Context: an optimization exercise on an open-source flow, tuned for small area, a short achievable clock period and few clock cycles per item. The choices shown serve that exercise and are no tape-out recipe. In this exercise RTL edits were held to simulation tests only and were not proved equivalent to the original.

**design/flow/config.mk**
```make
export PLATFORM = sky130hd
export DESIGN_NAME = keccak_miner
export DESIGN_NICKNAME = keccak_miner
export VERILOG_FILES = /design/flow/design.v
export SDC_FILE = /design/flow/constraint.sdc
export NUM_CORES = 4
export LEC_CHECK = 0
export CAP_MARGIN = 20
export CORE_MARGIN = 2
export CORE_UTILIZATION = 40
export SLEW_MARGIN = 20
```
**design/flow/constraint.sdc**
```tcl
create_clock -name core_clock -period 5.0 [get_ports {clk}]
set_input_delay 1.0000 -clock core_clock [delete_from_list [all_inputs] [get_ports {clk}]]
set_output_delay 1.0000 -clock core_clock [all_outputs]
set_load 0.01 [all_outputs]
```
**design/flow/design.v**
```verilog
module keccak_round (
    input  [1599:0] in,
    input  [6:0]    rc,    
    output [1599:0] out
);
    wire [63:0] a [0:24];
    wire [63:0] c [0:4];
    wire [63:0] d [0:4];
    wire [63:0] b [0:24];
    wire [63:0] o [0:24];
    wire [63:0] rcw = {rc[6], 31'b0, rc[5], 15'b0, rc[4], 7'b0, rc[3], 3'b0, rc[2], 1'b0, rc[1], rc[0]};
    genvar k, x, y;
    generate
        for (k = 0; k < 25; k = k + 1) begin : g_in
            assign a[k] = in[1599-64*k -: 64];
        end
        for (x = 0; x < 5; x = x + 1) begin : g_c
            assign c[x] = a[x] ^ a[x+5] ^ a[x+10] ^ a[x+15] ^ a[x+20];
        end
        for (x = 0; x < 5; x = x + 1) begin : g_d
            assign d[x] = c[(x+4)%5] ^ {c[(x+1)%5][62:0], c[(x+1)%5][63]};
        end
        for (x = 0; x < 5; x = x + 1) begin : g_bx
            for (y = 0; y < 5; y = y + 1) begin : g_by
                localparam integer R =
                    (x==0&&y==0)? 0:(x==1&&y==0)? 1:(x==2&&y==0)?62:(x==3&&y==0)?28:(x==4&&y==0)?27:
                    (x==0&&y==1)?36:(x==1&&y==1)?44:(x==2&&y==1)? 6:(x==3&&y==1)?55:(x==4&&y==1)?20:
                    (x==0&&y==2)? 3:(x==1&&y==2)?10:(x==2&&y==2)?43:(x==3&&y==2)?25:(x==4&&y==2)?39:
                    (x==0&&y==3)?41:(x==1&&y==3)?45:(x==2&&y==3)?15:(x==3&&y==3)?21:(x==4&&y==3)? 8:
                    (x==0&&y==4)?18:(x==1&&y==4)? 2:(x==2&&y==4)?61:(x==3&&y==4)?56:14;
                wire [63:0] t = a[x+5*y] ^ d[x];
                if (R == 0) begin : g_r0
                    assign b[y+5*((2*x+3*y)%5)] = t;
                end else begin : g_rn
                    assign b[y+5*((2*x+3*y)%5)] = {t[63-R:0], t[63:64-R]};
                end
            end
        end
        for (y = 0; y < 5; y = y + 1) begin : g_oy
            for (x = 0; x < 5; x = x + 1) begin : g_ox
                if (x == 0 && y == 0) begin : g_iota
                    assign o[0] = b[0] ^ (~b[1] & b[2]) ^ rcw;
                end else begin : g_chi
                    assign o[x+5*y] = b[x+5*y] ^ (~b[(x+1)%5+5*y] & b[(x+2)%5+5*y]);
                end
            end
        end
        for (k = 0; k < 25; k = k + 1) begin : g_out
            assign out[1599-64*k -: 64] = o[k];
        end
    endgenerate
endmodule
module keccak_rc (
    input      [4:0] r,
    output reg [6:0] rc
);
    always @(*) begin
        case (r)
            5'd0:    rc = 7'b0000001;
            5'd1:    rc = 7'b0011010;
            5'd2:    rc = 7'b1011110;
            5'd3:    rc = 7'b1110000;
            5'd4:    rc = 7'b0011111;
            5'd5:    rc = 7'b0100001;
            5'd6:    rc = 7'b1111001;
            5'd7:    rc = 7'b1010101;
            5'd8:    rc = 7'b0001110;
            5'd9:    rc = 7'b0001100;
            5'd10:   rc = 7'b0110101;
            5'd11:   rc = 7'b0100110;
            5'd12:   rc = 7'b0111111;
            5'd13:   rc = 7'b1001111;
            5'd14:   rc = 7'b1011101;
            5'd15:   rc = 7'b1010011;
            5'd16:   rc = 7'b1010010;
            5'd17:   rc = 7'b1001000;
            5'd18:   rc = 7'b0010110;
            5'd19:   rc = 7'b1100110;
            5'd20:   rc = 7'b1111001;
            5'd21:   rc = 7'b1011000;
            5'd22:   rc = 7'b0100001;
            default: rc = 7'b1110100;
        endcase
    end
endmodule
module index_relocation_in(in, out);
  input  [1087:0] in;
  output [1087:0] out;
    genvar w, b;
    generate
      for(w=0; w<17; w=w+1)
        begin : L2
          for(b=0; b<8; b=b+1)
            begin : L3
              assign out[(((w)*64 + (b)*8) + 7):((w)*64 + (b)*8)] = in[(((w)*64 + (7-b)*8) + 7):((w)*64 + (7-b)*8)];
            end
        end
    endgenerate
endmodule
module keccak_miner #(
    parameter integer P = 1
) (
    input              clk,
    input              rst,
    input              start,
    output             ready,
    input      [607:0] data,
    input      [31:0]  nonce_start,
    input      [31:0]  target,
    output reg         done,
    output reg         found,
    output reg [31:0]  golden_nonce,
    output reg [63:0]  golden_hash
);
    localparam integer N = 24 / P;    
    reg          busy;
    reg          exh;         
    reg [607:0]  data_r;
    reg [31:0]   nonce_r;     
    reg [31:0]   target_r;
    assign ready = ~busy;
    reg  [1599:0] st   [0:P-1];
    reg           tv   [0:P-1];    
    reg  [4:0]    tj   [0:P-1];    
    reg  [31:0]   tn   [0:P-1];    
    reg           sel_q;           
    wire [1599:0] fb   = st[P-1];
    wire          fb_v = tv[P-1];
    wire [4:0]    fb_j = tj[P-1];
    wire [31:0]   fb_n = tn[P-1];
    wire          fb_last = (fb_j == N-1);
    wire [1087:0] padder_out;
    index_relocation_in index_relocation_in (
        .in({data_r, nonce_r, 448'h0100000000000000000000000000000000000000000000000000000000000000000000000000000000000000000000000000000000000080}),
        .out(padder_out));
    wire [1599:0] x_in = sel_q ? {padder_out, 512'b0} : fb;
    wire          x_v  = sel_q ? (busy & ~exh) : (fb_v & ~fb_last);
    wire [4:0]    x_j  = sel_q ? 5'd0 : fb_j + 5'd1;
    wire [31:0]   x_n  = sel_q ? nonce_r : fb_n;
    wire [1599:0] rin  [0:P-1];
    wire [1599:0] rout [0:P-1];
    wire [4:0]    rj   [0:P-1];
    genvar s;
    generate
        for (s = 0; s < P; s = s + 1) begin : g_st
            wire [6:0] rc;
            wire [4:0] ridx = rj[s] * P + s;
            if (s == 0) begin : g_s0
                assign rin[s] = x_in;
                assign rj[s]  = x_j;
            end else begin : g_sn
                assign rin[s] = st[s-1];
                assign rj[s]  = tj[s-1];
            end
            keccak_rc u_rc (.r(ridx), .rc(rc));
            keccak_round u_round (.in(rin[s]), .rc(rc), .out(rout[s]));
            always @(posedge clk)
                st[s] <= rout[s];
        end
    endgenerate
    reg kill;
    integer i;
    always @(posedge clk) begin
        tj[0] <= x_j;
        tn[0] <= x_n;
        for (i = 1; i < P; i = i + 1) begin
            tj[i] <= tj[i-1];
            tn[i] <= tn[i-1];
        end
        if (rst || kill) begin
            for (i = 0; i < P; i = i + 1)
                tv[i] <= 1'b0;
        end else begin
            tv[0] <= x_v;
            for (i = 1; i < P; i = i + 1)
                tv[i] <= tv[i-1];
        end
    end
    generate
        if (P == 1) begin : g_sel1
            always @(posedge clk)
                sel_q <= ~x_v | (x_j == N-1);
        end else begin : g_seln
            always @(posedge clk)
                sel_q <= ~tv[P-2] | (tj[P-2] == N-1);
        end
    endgenerate
    reg         res_v;
    reg [63:0]  res_hash;
    reg [31:0]  res_n;
    wire        match = (res_hash[63:32] <= target_r);
    always @(*) kill = res_v & (match | (res_n == 32'hFFFFFFFF));
    always @(posedge clk) begin
        res_hash <= fb[1407:1344];
        res_n    <= fb_n;
        if (rst || kill)
            res_v <= 1'b0;
        else
            res_v <= fb_v & fb_last;
    end
    always @(posedge clk) begin
        if (!busy) begin
            data_r   <= data;
            nonce_r  <= nonce_start;
            target_r <= target;
            exh      <= 1'b0;
        end else if (sel_q && !exh) begin
            nonce_r <= nonce_r + 32'd1;
            if (nonce_r == 32'hFFFFFFFF)
                exh <= 1'b1;
        end
        if (rst) begin
            busy <= 1'b0;
            done <= 1'b0;
        end else begin
            done <= kill;
            if (kill)
                busy <= 1'b0;
            else if (!busy && start)
                busy <= 1'b1;
        end
        if (kill) begin
            found        <= match;
            golden_nonce <= res_n;
            golden_hash  <= res_hash;
        end
    end
endmodule
```
**design/flow/run.sh**
```bash
#!/bin/bash
# synth_recipe.tcl (not shown) runs the flow's synth.tcl, then flattens the netlist and writes it again
# the make line also repeats each setting of config.mk as NAME=value (left out here)
make -C /OpenROAD-flow-scripts/flow DESIGN_CONFIG=/design/flow/config.mk WORK_HOME=/design/flow/orfs CLKGATE_MAP_FILE= SYNTH_SCRIPT=/design/flow/synth_recipe.tcl finish
```
==> results.ini, run 1 <==
[run_status]
status = did not finish
lastStage = 5_1_grt
error_line = [ERROR GRT-0116] Global routing finished with congestion. Check the congestion regions in the DRC Viewer.

[floorplan]
io_pins = 774
die_w_microns = 669.8
row_count = 244
start_util_pct = 40.17
die_y_microns = 669.8

[synthesis]
synthArstFlopShare_pct = 0
post_synth.cell_area_avg_sq_um = 8.985
synthSimpleGateAreaFrac_pct = 14.38
synth_compound_area_share_pct = 15.48
synth_ff_type = dfxtp_1
yosysWarnings = 11
synth_fa_ha_area_share_pct = 0.2752
ys_seq_area_share_pct = 32.84
synth-xor-area-share_pct = 27.76
synth_area_sq_mm = 0.1773
synth_fp_nets = 20450
synth-seq-cells = 2508
synth_cells = 19736
muxShareOfSynthArea_pct = 4.485
yosysUniqueCellTypes = 105
synth-edff-count = 801
synth_top_family_by_area = XOR/XNOR gates

[clock_network]
cts.sinks = 2508
clk_path_buf_depth = 4
cts_resized = 0
cts_setup_buffers = 0
postCtsHoldBufs = 0
cts_made_buffers = 319
cts_root_buf = clkbuf_16
cts-htree-levels = 5

[placed_design]
dp_hpwl_mm = 1355
gp_congestion = 1.294
dp.cells = 27229
port-buffer-count = 773

[grt]
grt_pass1_vias = 194459
grt_usage_pct = 76.22
grt_pass1_wl_mm = 2316
grt_overflow = 1645
grt_max_degree = 136

## kinds of logic after synthesis
logic type               count (synthesis)
AO/OA/AOI/OAI                         4269
buffers and inverters                 1902
adder cells (fa/ha/maj)                 39
XOR/XNOR                              4972
AND/OR/NAND/NOR                       5264
flip-flops                            2508
multiplexers                           782
## how the worst max path moves through the flow
stage | startpoint | endpoint | cells past startpoint
CTS | sel_q | st[0][444] | 13
floorplan | busy | data_r[0] | 2
detailed placement | sel_q | st[0][444] | 13
global placement | sel_q | st[0][379] | 10
## layer usage
| metal | global-route usage, % | GRT overflow |
|---|---|---|
| met1 | 79.33 | 2 |
| met2 | 87.59 | 946 |
| met3 | 65.26 | 0 |
| met4 | 70.49 | 697 |
| met5 | 35.80 | 0 |
## stage by stage
step           area [sq um]  setup WS, ps  util, %   TNS, ps
2_1_floorplan        177300         -5563        -  -3572800
3_3_place_gp         210300        -928.5    47.64     -2830
3_5_place_dp         211000         399.0    47.79         0
4_1_cts              222000         347.7    50.29         0
## synthesized netlist by cell type, types with 290 or more instances
master / n / area, sq um
xnor2_1: 3262 / 28570
dfxtp_1: 1707 / 34170
nor2_1: 1648 / 6186
nand2_1: 1522 / 5713
xor2_1: 1242 / 10880
o21ai_0: 1162 / 5816
edfxtp_1: 801 / 24050
buf_2: 767 / 3839
a21oi_1: 766 / 3834
clkbuf_1: 755 / 2834
mux2i_1: 697 / 6977
o22ai_1: 407 / 2546
nor3_1: 393 / 1967
nor2b_1: 349 / 2183
xnor3_1: 328 / 7387
a31oi_1: 290 / 1814
Testbench counts, summed over its fixed seeds: cycles 355,688, hashes 14,780.
==> inputs of run 2 (changes only) <==
--- a/design/flow/design.v
+++ b/design/flow/design.v
@@ -98,7 +98,7 @@
     endgenerate
 endmodule
 module keccak_miner #(
-    parameter integer P = 1
+    parameter integer P = 2
 ) (
     input              clk,
     input              rst,
@@ -114,89 +114,80 @@
 );
     localparam integer N = 24 / P;    
     reg          busy;
+    reg          ready_q;     
     reg          exh;         
     reg [607:0]  data_r;
     reg [31:0]   nonce_r;     
     reg [31:0]   target_r;
-    assign ready = ~busy;
-    reg  [1599:0] st   [0:P-1];
-    reg           tv   [0:P-1];    
-    reg  [4:0]    tj   [0:P-1];    
-    reg  [31:0]   tn   [0:P-1];    
-    reg           sel_q;           
-    wire [1599:0] fb   = st[P-1];
-    wire          fb_v = tv[P-1];
-    wire [4:0]    fb_j = tj[P-1];
-    wire [31:0]   fb_n = tn[P-1];
-    wire          fb_last = (fb_j == N-1);
+    assign ready = ready_q;
+    reg  [1599:0] st [0:P-1];
+    reg           tv [0:P-1];
+    reg  [4:0]    tj [0:P-1];
+    reg  [31:0]   tn [0:P-1];
     wire [1087:0] padder_out;
     index_relocation_in index_relocation_in (
         .in({data_r, nonce_r, 448'h0100000000000000000000000000000000000000000000000000000000000000000000000000000000000000000000000000000000000080}),
         .out(padder_out));
-    wire [1599:0] x_in = sel_q ? {padder_out, 512'b0} : fb;
-    wire          x_v  = sel_q ? (busy & ~exh) : (fb_v & ~fb_last);
-    wire [4:0]    x_j  = sel_q ? 5'd0 : fb_j + 5'd1;
-    wire [31:0]   x_n  = sel_q ? nonce_r : fb_n;
+    wire [1599:0] init = {padder_out, 512'b0};
     wire [1599:0] rin  [0:P-1];
     wire [1599:0] rout [0:P-1];
-    wire [4:0]    rj   [0:P-1];
+    wire          iv   [0:P-1];
+    wire [4:0]    ij   [0:P-1];
+    wire [31:0]   in_n [0:P-1];
     genvar s;
     generate
         for (s = 0; s < P; s = s + 1) begin : g_st
             wire [6:0] rc;
-            wire [4:0] ridx = rj[s] * P + s;
+            wire [4:0] ridx = ij[s] * P + s;
             if (s == 0) begin : g_s0
-                assign rin[s] = x_in;
-                assign rj[s]  = x_j;
+                assign rin[s]  = st[P-1];
+                assign iv[s]   = tv[P-1];
+                assign ij[s]   = tj[P-1] + 5'd1;
+                assign in_n[s] = tn[P-1];
             end else begin : g_sn
-                assign rin[s] = st[s-1];
-                assign rj[s]  = tj[s-1];
+                assign rin[s]  = st[s-1];
+                assign iv[s]   = tv[s-1];
+                assign ij[s]   = tj[s-1];
+                assign in_n[s] = tn[s-1];
             end
             keccak_rc u_rc (.r(ridx), .rc(rc));
             keccak_round u_round (.in(rin[s]), .rc(rc), .out(rout[s]));
-            always @(posedge clk)
-                st[s] <= rout[s];
         end
     endgenerate
+    wire ld = ~iv[P-1] | (ij[P-1] == N-1);
     reg kill;
     integer i;
     always @(posedge clk) begin
-        tj[0] <= x_j;
-        tn[0] <= x_n;
-        for (i = 1; i < P; i = i + 1) begin
-            tj[i] <= tj[i-1];
-            tn[i] <= tn[i-1];
-        end
+        for (i = 0; i < P-1; i = i + 1)
+            st[i] <= rout[i];
+        st[P-1] <= ld ? init : rout[P-1];
+        for (i = 0; i < P-1; i = i + 1) begin
+            tj[i] <= ij[i];
+            tn[i] <= in_n[i];
+        end
+        tj[P-1] <= ld ? 5'd31   : ij[P-1];
+        tn[P-1] <= ld ? nonce_r : in_n[P-1];
         if (rst || kill) begin
             for (i = 0; i < P; i = i + 1)
                 tv[i] <= 1'b0;
         end else begin
-            tv[0] <= x_v;
-            for (i = 1; i < P; i = i + 1)
-                tv[i] <= tv[i-1];
-        end
-    end
-    generate
-        if (P == 1) begin : g_sel1
-            always @(posedge clk)
-                sel_q <= ~x_v | (x_j == N-1);
-        end else begin : g_seln
-            always @(posedge clk)
-                sel_q <= ~tv[P-2] | (tj[P-2] == N-1);
-        end
-    endgenerate
+            for (i = 0; i < P-1; i = i + 1)
+                tv[i] <= iv[i];
+            tv[P-1] <= ld ? (busy & ~exh) : iv[P-1];
+        end
+    end
     reg         res_v;
     reg [63:0]  res_hash;
     reg [31:0]  res_n;
     wire        match = (res_hash[63:32] <= target_r);
     always @(*) kill = res_v & (match | (res_n == 32'hFFFFFFFF));
     always @(posedge clk) begin
-        res_hash <= fb[1407:1344];
-        res_n    <= fb_n;
+        res_hash <= rout[P-1][1407:1344];
+        res_n    <= in_n[P-1];
         if (rst || kill)
             res_v <= 1'b0;
         else
-            res_v <= fb_v & fb_last;
+            res_v <= iv[P-1] & (ij[P-1] == N-1);
     end
     always @(posedge clk) begin
         if (!busy) begin
@@ -204,20 +195,24 @@
             nonce_r  <= nonce_start;
             target_r <= target;
             exh      <= 1'b0;
-        end else if (sel_q && !exh) begin
+        end else if (ld && !exh) begin
             nonce_r <= nonce_r + 32'd1;
             if (nonce_r == 32'hFFFFFFFF)
                 exh <= 1'b1;
         end
         if (rst) begin
-            busy <= 1'b0;
-            done <= 1'b0;
+            busy    <= 1'b0;
+            ready_q <= 1'b1;
+            done    <= 1'b0;
         end else begin
             done <= kill;
-            if (kill)
-                busy <= 1'b0;
-            else if (!busy && start)
-                busy <= 1'b1;
+            if (kill) begin
+                busy    <= 1'b0;
+                ready_q <= 1'b1;
+            end else if (!busy && start) begin
+                busy    <= 1'b1;
+                ready_q <= 1'b0;
+            end
         end
         if (kill) begin
             found        <= match;
--- a/design/flow/config.mk
+++ b/design/flow/config.mk
@@ -7,5 +7,7 @@
 export LEC_CHECK = 0
 export CAP_MARGIN = 20
 export CORE_MARGIN = 2
-export CORE_UTILIZATION = 40
+export CORE_UTILIZATION = 35
+export PLACE_DENSITY = 0.42
+export SETUP_SLACK_MARGIN = 2.2
 export SLEW_MARGIN = 20
==> results.ini, run 2 <==
[run_status]
status = no timing/DRC/antenna violations

[clock_network]
cts-htree-levels = 6
cts.sinks = 4146
insertion_delay_ps = 1190
clkSlewWorstSetupHoldPaths_ps = 60
cts_root_buf = clkbuf_16
cts_tree = done
cts_made_buffers = 526
clk_path_buf_depth = 4

[grt]
grt_use_met2_pct = 77.44
grtUsageMet1_pct = 63.35
grt_pass1_vias = 164573
antenna_found_initial = 283
use_met3_pct = 45.30
grt_usage_pct = 62.22
grt_max_degree = 144
grt_overflow = 0
busiest_layer = met2
grt_pass1_wl_mm = 2229

[timing]
fin_skew_ps = 78.93
worst_pin_slew_ps = 1276
hold_viol_final = 0
maxSlewHeadroom_pct = 14.52
min_period_ps = 3484
rsz0062_at_grt = true
final.period_utilization_pct = 69.68
setup_violations = 0
fmax_mhz = 287.0
drv_slew = 0
tns_ps = 0

[placed_design]
dp_hpwl_mm = 1655
dp.cells = 29752
port-buffer-count = 773
dpl-instance-area_sq_mm = 0.2445
gp_congestion = 1.314

[floorplan]
start_util_pct = 35.14
core_area_sq_mm = 0.5770
die_area_sq_mm = 0.5854
die_y_microns = 765.1
row_count = 279
die_w_microns = 765.1
io_pins = 774

[synthesis]
synth_area_sq_mm = 0.2028
synthSimpleGateAreaFrac_pct = 10.26
post_synth.cell_area_avg_sq_um = 10.22
synth.largest_area_cell = dfxtp_1
synthArstFlopShare_pct = 0
muxShareOfSynthArea_pct = 0.3709
synth-xor-area-share_pct = 42.10
synth_ff_type = dfxtp_1
yosysWarnings = 11
synth-seq-cells = 4146
synth.most_common_cell = xnor2_1
synthTopCellsByCount = xnor2_1, dfxtp_1, nor2_1
ys_seq_area_share_pct = 44.73
yosysTopAreaCellShare_pct = 33.34
synth_cells = 19831
synth_top_family_by_area = XOR/XNOR gates
synth_compound_area_share_pct = 1.667
synth_fp_nets = 20548
ys_top_cells_by_area = dfxtp_1, xnor2_1, edfxtp_1
synth_fa_ha_area_share_pct = 0.2641
yosysUniqueCellTypes = 48
synth-edff-count = 769

[worst_setup_path]
critPathLaunchType = flip-flop
worst-r2r-setup-slack_ps = 1520
critical-path-max-stage-delay_ps = 930
cp_cell_sequence = ha_1 > nand4_1 > or2_2 > or4_1 > a31oi_4 > buf_12 > buf_12 > buf_16
cp.required_ps = 5850
critical_path_class = reg2reg
endpoint_kind = flip-flop
r2r-start = res_hash[43]
r2r_cells = 8
cp_common_cell = buf_12
critical_path.slowest_cell = dfxtp_1
endpoint = golden_hash[5]
worst-path-max-fanout = 7
path_depth = 8
critical_path.top_delay_family = simple AND/OR/NAND/NOR gates
r2r_end = golden_hash[5]
crit_arrival_ps = 4340
cp_num_buf_inv = 3
startpoint = res_hash[43]

[finish]
drive_gt1_share_pct = 31.05
instances_no_fill = 32413
final_util_pct = 53.22
fillers = 50720
final_cell_mix = xnor2_1, dfxtp_1, buf_4, nor2_1, xnor2_2
fin_nets = 24453
largest_register = st
stdcell_area_sq_mm = 0.3071
area_growth_pct = 51.45
top_regs = st (3200), data_r (608)
final_common_cell = xnor2_1
largest_reg_flops = 3200

[route]
detail-route-antenna-nets = 0
drt_iter0_markers = 37266
firstDrtPassIters = 9
drt-vias-per-instance = 6.071
wirelength_mm = 1893
vias = 196787
routedWlPerCell_microns = 58.39
route.detailed.drc = 0

[min_path]
hp-class = reg2reg

[run]
drv_cap = 0

[run 2: kinds of logic after synthesis]
group | after synthesis
xor gates and xnor gates | 9646
and+or+nand+nor | 4963
DFF | 4146
AOI/OAI and AO/OA | 661
buffers and inverters | 305
muxes | 67
adders and majority gates | 43
[run 2: area by class of cell]
type                    count  area, sq um  area share, %
repair buffers           3637        36140          11.77
clock buffers             749        14980          4.877
multi-input cells       15382       151500          49.33
well taps                7727         9668          3.148
clock inverters           196         2395         0.7798
inverters                  43        165.2        0.05378
flip-flops and latches   4146        90930          29.61
diodes                    533         1334         0.4343
[run 2: per-layer routing]
layer	part of all wire, %	wire (microns)	vias to the layer above
met1	32	613400	98412
met2	35	669200	21021
met3	18	337000	6835
met5	0.86	16220	-
met4	14	257000	200
li1	-	-	70319
[run 2: stage by stage]
stage / hold WS, ps / setup slack [ps]
after floorplan: 309.6 / -5513
after global placement: 310.2 / 610.8
after detailed placement: 312.1 / 979.3
after CTS: 324.0 / 1570
after global routing: 324.6 / 1574
final: 317.1 / 1516
[run 2: how the worst min path moves through the flow]
stage | start | end | cells past startpoint
3_5_place_dp | tn[1][19] | tn[0][19] | 0
6_report | tn[1][27] | tn[0][27] | 0
3_3_place_gp | tn[1][4] | tn[0][4] | 0
4_1_cts | tn[1][19] | tn[0][19] | 0
2_1_floorplan | tn[1][0] | tn[0][0] | 0
5_1_grt | tn[1][13] | tn[0][13] | 0
[run 2: what timing repair did]
action | in CTS | in global routing
buffers inserted | 537 | 624
pin swaps | 396 | 449
hold buffers | 0 | 0
resized for setup | 2987 | 897
gates cloned | 13 | 8
setup endpoints to repair | 3438 | 1903
Testbench counts of run 2, summed over its fixed seeds: cycles 180,408, hashes 14,780.
==> inputs of run 3 (changes only) <==
--- a/design/flow/design.v
+++ b/design/flow/design.v
@@ -134,23 +134,27 @@
     wire          iv   [0:P-1];
     wire [4:0]    ij   [0:P-1];
     wire [31:0]   in_n [0:P-1];
+    reg  [6:0]    trc  [0:P-1];
+    wire [6:0]    nrc  [0:P-1];
     genvar s;
     generate
         for (s = 0; s < P; s = s + 1) begin : g_st
             wire [6:0] rc;
-            wire [4:0] ridx = ij[s] * P + s;
             if (s == 0) begin : g_s0
                 assign rin[s]  = st[P-1];
                 assign iv[s]   = tv[P-1];
                 assign ij[s]   = tj[P-1] + 5'd1;
                 assign in_n[s] = tn[P-1];
+                assign rc      = trc[P-1];
             end else begin : g_sn
                 assign rin[s]  = st[s-1];
                 assign iv[s]   = tv[s-1];
                 assign ij[s]   = tj[s-1];
                 assign in_n[s] = tn[s-1];
-            end
-            keccak_rc u_rc (.r(ridx), .rc(rc));
+                assign rc      = trc[s-1];
+            end
+            wire [4:0] nidx = (s == P-1) ? (ij[s] + 5'd1) * P : ij[s] * P + s + 1;
+            keccak_rc u_rc (.r(nidx), .rc(nrc[s]));
             keccak_round u_round (.in(rin[s]), .rc(rc), .out(rout[s]));
         end
     endgenerate
@@ -162,9 +166,11 @@
             st[i] <= rout[i];
         st[P-1] <= ld ? init : rout[P-1];
         for (i = 0; i < P-1; i = i + 1) begin
-            tj[i] <= ij[i];
-            tn[i] <= in_n[i];
-        end
+            tj[i]  <= ij[i];
+            tn[i]  <= in_n[i];
+            trc[i] <= nrc[i];
+        end
+        trc[P-1] <= ld ? 7'b0000001 : nrc[P-1];
         tj[P-1] <= ld ? 5'd31   : ij[P-1];
         tn[P-1] <= ld ? nonce_r : in_n[P-1];
         if (rst || kill) begin
@@ -180,7 +186,8 @@
     reg [63:0]  res_hash;
     reg [31:0]  res_n;
     wire        match = (res_hash[63:32] <= target_r);
-    always @(*) kill = res_v & (match | (res_n == 32'hFFFFFFFF));
+    wire        hit   = res_v & ~done & (match | (res_n == 32'hFFFFFFFF));
+    always @(*) kill = done;
     always @(posedge clk) begin
         res_hash <= rout[P-1][1407:1344];
         res_n    <= in_n[P-1];
@@ -205,8 +212,8 @@
             ready_q <= 1'b1;
             done    <= 1'b0;
         end else begin
-            done <= kill;
-            if (kill) begin
+            done <= hit;
+            if (hit) begin
                 busy    <= 1'b0;
                 ready_q <= 1'b1;
             end else if (!busy && start) begin
@@ -214,10 +221,8 @@
                 ready_q <= 1'b0;
             end
         end
-        if (kill) begin
-            found        <= match;
-            golden_nonce <= res_n;
-            golden_hash  <= res_hash;
-        end
-    end
-endmodule
+        found        <= match;
+        golden_nonce <= res_n;
+        golden_hash  <= res_hash;
+    end
+endmodule
--- a/design/flow/config.mk
+++ b/design/flow/config.mk
@@ -7,7 +7,7 @@
 export LEC_CHECK = 0
 export CAP_MARGIN = 20
 export CORE_MARGIN = 2
-export CORE_UTILIZATION = 35
-export PLACE_DENSITY = 0.42
+export CORE_UTILIZATION = 28
+export PLACE_DENSITY = 0.38
 export SETUP_SLACK_MARGIN = 2.2
 export SLEW_MARGIN = 20
==> results.ini, run 3 <==
[route]
route.detailed.drc = 0
highest_layer = met5
detail-route-antenna-nets = 0
routed-wl-met2_mm = 761.3
vias = 186194
firstDrtPassIters = 6
wl_met1_mm = 744.3
routedWlPerCell_microns = 60.80
wirelength_mm = 2092
drt_iter0_markers = 29825
wl_met3_mm = 316.6
drt-vias-per-instance = 5.411

[timing]
setup_violations = 0
worst_pin_slew_ps = 1312
min_period_ps = 3039
hold_viol_final = 0
maxSlewHeadroom_pct = 12.51
drv_slew = 0
fin_skew_ps = 74.59
fmax_mhz = 329.1
final.period_utilization_pct = 60.78
rsz0062_at_grt = true
tns_ps = 0

[worst_setup_path]
cp_cell_sequence = xnor2_1 > xnor2_1 > xnor2_2 > xnor2_2 > xnor2_2 > buf_4 > nand2_1 > xor2_1
critical_path_class = reg2reg
cp.required_ps = 6030
critical-path-max-stage-delay_ps = 550
crit_arrival_ps = 4070
worst-path-max-fanout = 5
critPathLaunchType = flip-flop
critical_path.slowest_cell = dfxtp_1
cp_num_buf_inv = 1
cp_common_cell = xnor2_2
endpoint_kind = flip-flop
critical_path.top_delay_family = XOR/XNOR gates

[synthesis]
synth_top_family_by_area = XOR/XNOR gates
synth-xor-area-share_pct = 43.07
synth.largest_area_cell = dfxtp_1
synthArstFlopShare_pct = 0
synth.most_common_cell = xnor2_1
synth-seq-cells = 4160
synth_ff_type = dfxtp_1
synth_compound_area_share_pct = 1.770
synth-edff-count = 672
muxShareOfSynthArea_pct = 0.3640
synth_area_sq_mm = 0.2052
post_synth.cell_area_avg_sq_um = 10.51
synth_fp_nets = 20242
synthSimpleGateAreaFrac_pct = 10.12
synth_fa_ha_area_share_pct = 0.2683
yosysWarnings = 13
yosysTopAreaCellShare_pct = 34.03
synth_cells = 19523
synthTopCellsByCount = xnor2_1, dfxtp_1, nor2_1
yosysUniqueCellTypes = 48
ys_top_cells_by_area = dfxtp_1, xnor2_1, edfxtp_1
ys_seq_area_share_pct = 43.86

[finish]
area_growth_pct = 55.85
drive_gt1_share_pct = 33.52
largest_register = st
final_cell_mix = xnor2_1, dfxtp_1, buf_4, nor2_1, xnor2_2
instances_no_fill = 34411
stdcell_area_sq_mm = 0.3198
largest_reg_flops = 3200
fillers = 69157
final_common_cell = xnor2_1
top_regs = st (3200), data_r (608)
final_util_pct = 43.76
multiInputGateArea_sq_mm = 0.1563
seqCellArea_sq_mm = 0.09031
fin_nets = 24522

[placed_design]
dpl-instance-area_sq_mm = 0.2537
port-buffer-count = 773
dp_hpwl_mm = 1874
dp.cells = 31670
gp_congestion = 1.203

[floorplan]
start_util_pct = 28.08
row_count = 314
die_area_sq_mm = 0.7397
die_y_microns = 860.1
io_pins = 774
core_area_sq_mm = 0.7308
die_w_microns = 860.1

[grt]
grt_max_degree = 126
grt_pass1_wl_mm = 2423
antenna_found_initial = 404
grt_usage_pct = 54.76
grt_overflow = 0
grt_pass1_vias = 160544

[clock_network]
clk_path_buf_depth = 4
cts_root_buf = clkbuf_16
cts.sinks = 4160
cts_made_buffers = 554
cts-htree-levels = 6
clkSlewWorstSetupHoldPaths_ps = 60
insertion_delay_ps = 1220
cts_tree = done

[min_path]
hp-class = reg2reg

[run_status]
status = no timing/DRC/antenna violations

[run]
drv_cap = 0

run 3: metal layers:
| metal | track usage [%] | vias to the layer above |
|---|---|---|
| met5 | 2.260 | - |
| met4 | 55.59 | 104 |
| met3 | 33.21 | 4479 |
| met2 | 68.85 | 15744 |
| met1 | 60.81 | 95392 |
| li1 | - | 70475 |
run 3: path summary, 6_finish.rpt:
kind / from / endpoint / slack (ps) / depth (start not counted)
hold / removal: tn[1][13] / tn[0][13] / 320 / 0
setup reg to reg: st[1][1281] / st[0][613] / 1960 / 8
hold reg to reg: tn[1][13] / tn[0][13] / 320 / 0
setup / recovery: st[1][1281] / st[0][613] / 1960 / 8
run 3: layout make-up:
| cell class | instances | area share, % |
|---|---|---|
| Timing Repair Buffer | 3980 | 12.88 |
| Multi-Input combinational cell | 15066 | 48.88 |
| Antenna cell | 527 | 0.4124 |
| Sequential cell | 4160 | 28.24 |
| Tap cell | 9638 | 3.771 |
| Inverter | 41 | 0.04930 |
| Clock buffer | 781 | 4.983 |
| Clock inverter | 218 | 0.7821 |
run 3: what timing repair did:
| action | CTS | global route |
|---|---|---|
| hold buffers | 0 | 0 |
| gates cloned | 16 | 7 |
| setup endpoints to repair | 3404 | 1423 |
| gates resized for setup | 3358 | 804 |
| buffers inserted | 745 | 447 |
| pin swaps | 526 | 339 |
run 3: per-stage QoR:
step	hold slack [ps]	setup WS, ps
after floorplan	309.6	-5515
after global placement	309.6	-150.3
after detailed placement	312.1	736.8
after CTS	317.7	1929
after global routing	324.3	2050
final	322.4	1961
run 3: cell families after synthesis:
group	Yosys count
xor gates and xnor gates	9312
and+or+nand+nor	4935
DFF	4160
AOI/OAI and AO/OA	710
buffers and inverters	297
muxes	65
adders and majority gates	44
run 3: worst reg2reg max path: cells and delay by family (launching register included):
family	cells	cell delay, ps
XOR/XNOR	6	1840
flip-flops	1	550
AND/OR/NAND/NOR	1	140
buffers and inverters	1	370
Testbench counts of run 3, summed over its fixed seeds: cycles 180,408, hashes 14,780.
==> inputs of run 4 (changes only) <==
==> design/flow/config.mk (replaced) <==
export PLATFORM = sky130hd
export DESIGN_NAME = keccak_miner
export DESIGN_NICKNAME = keccak_miner
export VERILOG_FILES = /design/flow/design.v
export SDC_FILE = /design/flow/constraint.sdc
export NUM_CORES = 4
export LEC_CHECK = 0
export CAP_MARGIN = 10
export CORE_MARGIN = 2
export CORE_UTILIZATION = 33
export PLACE_DENSITY = 0.42
export SETUP_SLACK_MARGIN = 2.2
export SLEW_MARGIN = 10
==> results.ini, run 4 <==
[worst_setup_path]
crit_arrival_ps = 4170
worst-path-max-fanout = 3
r2r-start = st[0][1194]
critical_path_class = reg2reg
endpoint_kind = flip-flop
r2r_cells = 9
cp.required_ps = 6030
critPathLaunchType = flip-flop
r2r_end = st[1][1323]
worst-r2r-setup-slack_ps = 1850

[timing]
fmax_mhz = 317.9
tns_ps = 0
fin_skew_ps = 67.78
final.period_utilization_pct = 62.91
worst_pin_slew_ps = 1369
hold_viol_final = 0
maxSlewHeadroom_pct = 8.578
rsz0062_at_grt = true
setup_violations = 0
min_period_ps = 3146
drv_slew = 0

[grt]
busiest_layer = met2
grt_overflow = 0
grt_usage_pct = 60.10
use_met3_pct = 42.83
grt_pass1_vias = 161704
grtUsageMet1_pct = 61.62
grt_use_met2_pct = 74.45
grt_pass1_wl_mm = 2273
antenna_found_initial = 360
grt_max_degree = 117

[clock_network]
cts_tree = done
cts.sinks = 4160
postCtsHoldBufs = 0
clk_path_buf_depth = 4
cts_made_buffers = 538
clkSlewWorstSetupHoldPaths_ps = 60
insertion_delay_ps = 1210
cts-htree-levels = 6
cts_root_buf = clkbuf_16

[synthesis]
synthArstFlopShare_pct = 0
ys_seq_area_share_pct = 43.86
synth-seq-cells = 4160
ys_top_cells_by_area = dfxtp_1, xnor2_1, edfxtp_1
synth.largest_area_cell = dfxtp_1
yosysTopAreaCellShare_pct = 34.03
synth_ff_type = dfxtp_1
synth_fp_nets = 20242
synth_area_sq_mm = 0.2052
synth-edff-count = 672
post_synth.cell_area_avg_sq_um = 10.51
yosysUniqueCellTypes = 48
synthTopCellsByCount = xnor2_1, dfxtp_1, nor2_1
synth.most_common_cell = xnor2_1
synth_cells = 19523
yosysWarnings = 13

[finish]
largest_register = st
fillers = 55129
drive_gt1_share_pct = 32.22
final_common_cell = xnor2_1
largest_reg_flops = 3200
stdcell_area_sq_mm = 0.3150
area_growth_pct = 53.50
fin_nets = 24318
top_regs = st (3200), data_r (608)
final_cell_mix = xnor2_1, dfxtp_1, buf_4, nor2_1, nand2_1

[min_path]
worstHoldEndpoint = tn[0][23]
holdCritStartpoint = tn[1][23]
hp-class = reg2reg
whs_path_depth = 0

[route]
wirelength_mm = 1956
vias = 191784
drt_iter0_markers = 34153
detail-route-antenna-nets = 0
drt-vias-per-instance = 5.835
routedWlPerCell_microns = 59.50
firstDrtPassIters = 9
route.detailed.drc = 0

[floorplan]
core_area_sq_mm = 0.6194
row_count = 289
io_pins = 774
die_area_sq_mm = 0.6281
die_y_microns = 792.6
die_w_microns = 792.6
start_util_pct = 33.13

[placed_design]
dp_hpwl_mm = 1729
port-buffer-count = 773
gp_congestion = 1.276
dpl-instance-area_sq_mm = 0.2485

[run_status]
status = no timing/DRC/antenna violations

[run]
drv_cap = 0

## run 4: cell counts after synthesis
No cell type changed its count.
## run 4: worst max-delay path by stage
stage	start	to	depth (start not counted)
3_5_place_dp	st[0][1470]	st[1][1323]	7
6_report	st[0][1194]	st[1][1323]	9
5_1_grt	st[0][1010]	st[1][975]	8
2_1_floorplan	busy	data_r[0]	2
4_1_cts	st[1][1509]	st[0][1193]	8
3_3_place_gp	st[1][751]	st[0][887]	8
## run 4: through the flow
stage                     setup slack, ps  hold slack, ps  cells  util [%]
after floorplan                     -5515           309.6  19523         -
after global placement             -182.5           310.4  30137     40.02
after detailed placement            334.1           312.1  30155     40.11
after CTS                            1815           324.1  31818     48.75
after global routing                 1990           327.1  32442     50.68
final                                1854           310.8  32867     50.85
## run 4: critical path, cell delays in order (launching register included)
cell     delay (ps)
dfxtp_1         390
xnor3_1         500
xnor2_4         180
buf_12          170
xor2_4          190
xnor2_1         220
buf_4           330
nand2_2         220
xor2_2          240
o21ai_4         470
## run 4: layer usage
metal  routed length (microns)  part of all wire, %
met1                    645000                   33
met2                    695500                   36
met3                    336300                   17
met4                    266300                   14
met5                     12530                 0.64
## run 4: layout make-up
| type | instances | area, sq um | share of cell area, % |
|---|---|---|---|
| flip-flops and latches | 4160 | 90270 | 28.66 |
| multi-input cells | 15067 | 156100 | 49.55 |
| clock buffers | 768 | 15690 | 4.980 |
| inverters | 41 | 157.7 | 0.05005 |
| diodes | 549 | 1374 | 0.4362 |
| well taps | 8293 | 10380 | 3.294 |
| clock inverters | 198 | 2052 | 0.6515 |
| repair buffers | 3791 | 39000 | 12.38 |
## run 4: timing repair
item / in CTS / in global routing
gates cloned: 15 / 4
endpoints found under the setup margin: 3413 / 1460
pin swaps: 495 / 373
buffers inserted: 682 / 495
gates resized for setup: 3261 / 796
## run 4: logic make-up after synthesis
family / count (synthesis) / synth area share (%)
flip-flops: 4160 / 43.86
adder cells (fa/ha/maj): 44 / 0.2683
multiplexers: 65 / 0.3640
AND/OR/NAND/NOR: 4935 / 10.12
buffers and inverters: 297 / 0.5451
XOR/XNOR: 9312 / 43.07
AO/OA/AOI/OAI: 710 / 1.770

[re-timing with driven ports]
How much do the figures lean on ideal ports? The routed layouts below were timed once more, with nothing changed but the port constraints.
Step 1 assumes that a clkbuf_16 drives the clock port and a buf_2 every other input.
Step 2 adds t to the input delays and takes it off the output delays; t is the mean of the earliest and latest rising clock arrival at the registers after step 1. Input paths then give back, and output paths get back, about the clock's delay inside the block.
Slacks: no drivers / after step 1 / after step 2; pairs: no drivers / after step 1.
run	t, ns	setup slack, ns	worst slew at a driven data input, ns
run 2	1.320	1.516 / 1.516 / 1.516	0.10
run 3	1.347	1.961 / 1.961 / 1.961	0.23
run 4	1.336	1.854 / 1.854 / 1.854	0.19
After both steps every run listed still meets setup and hold.
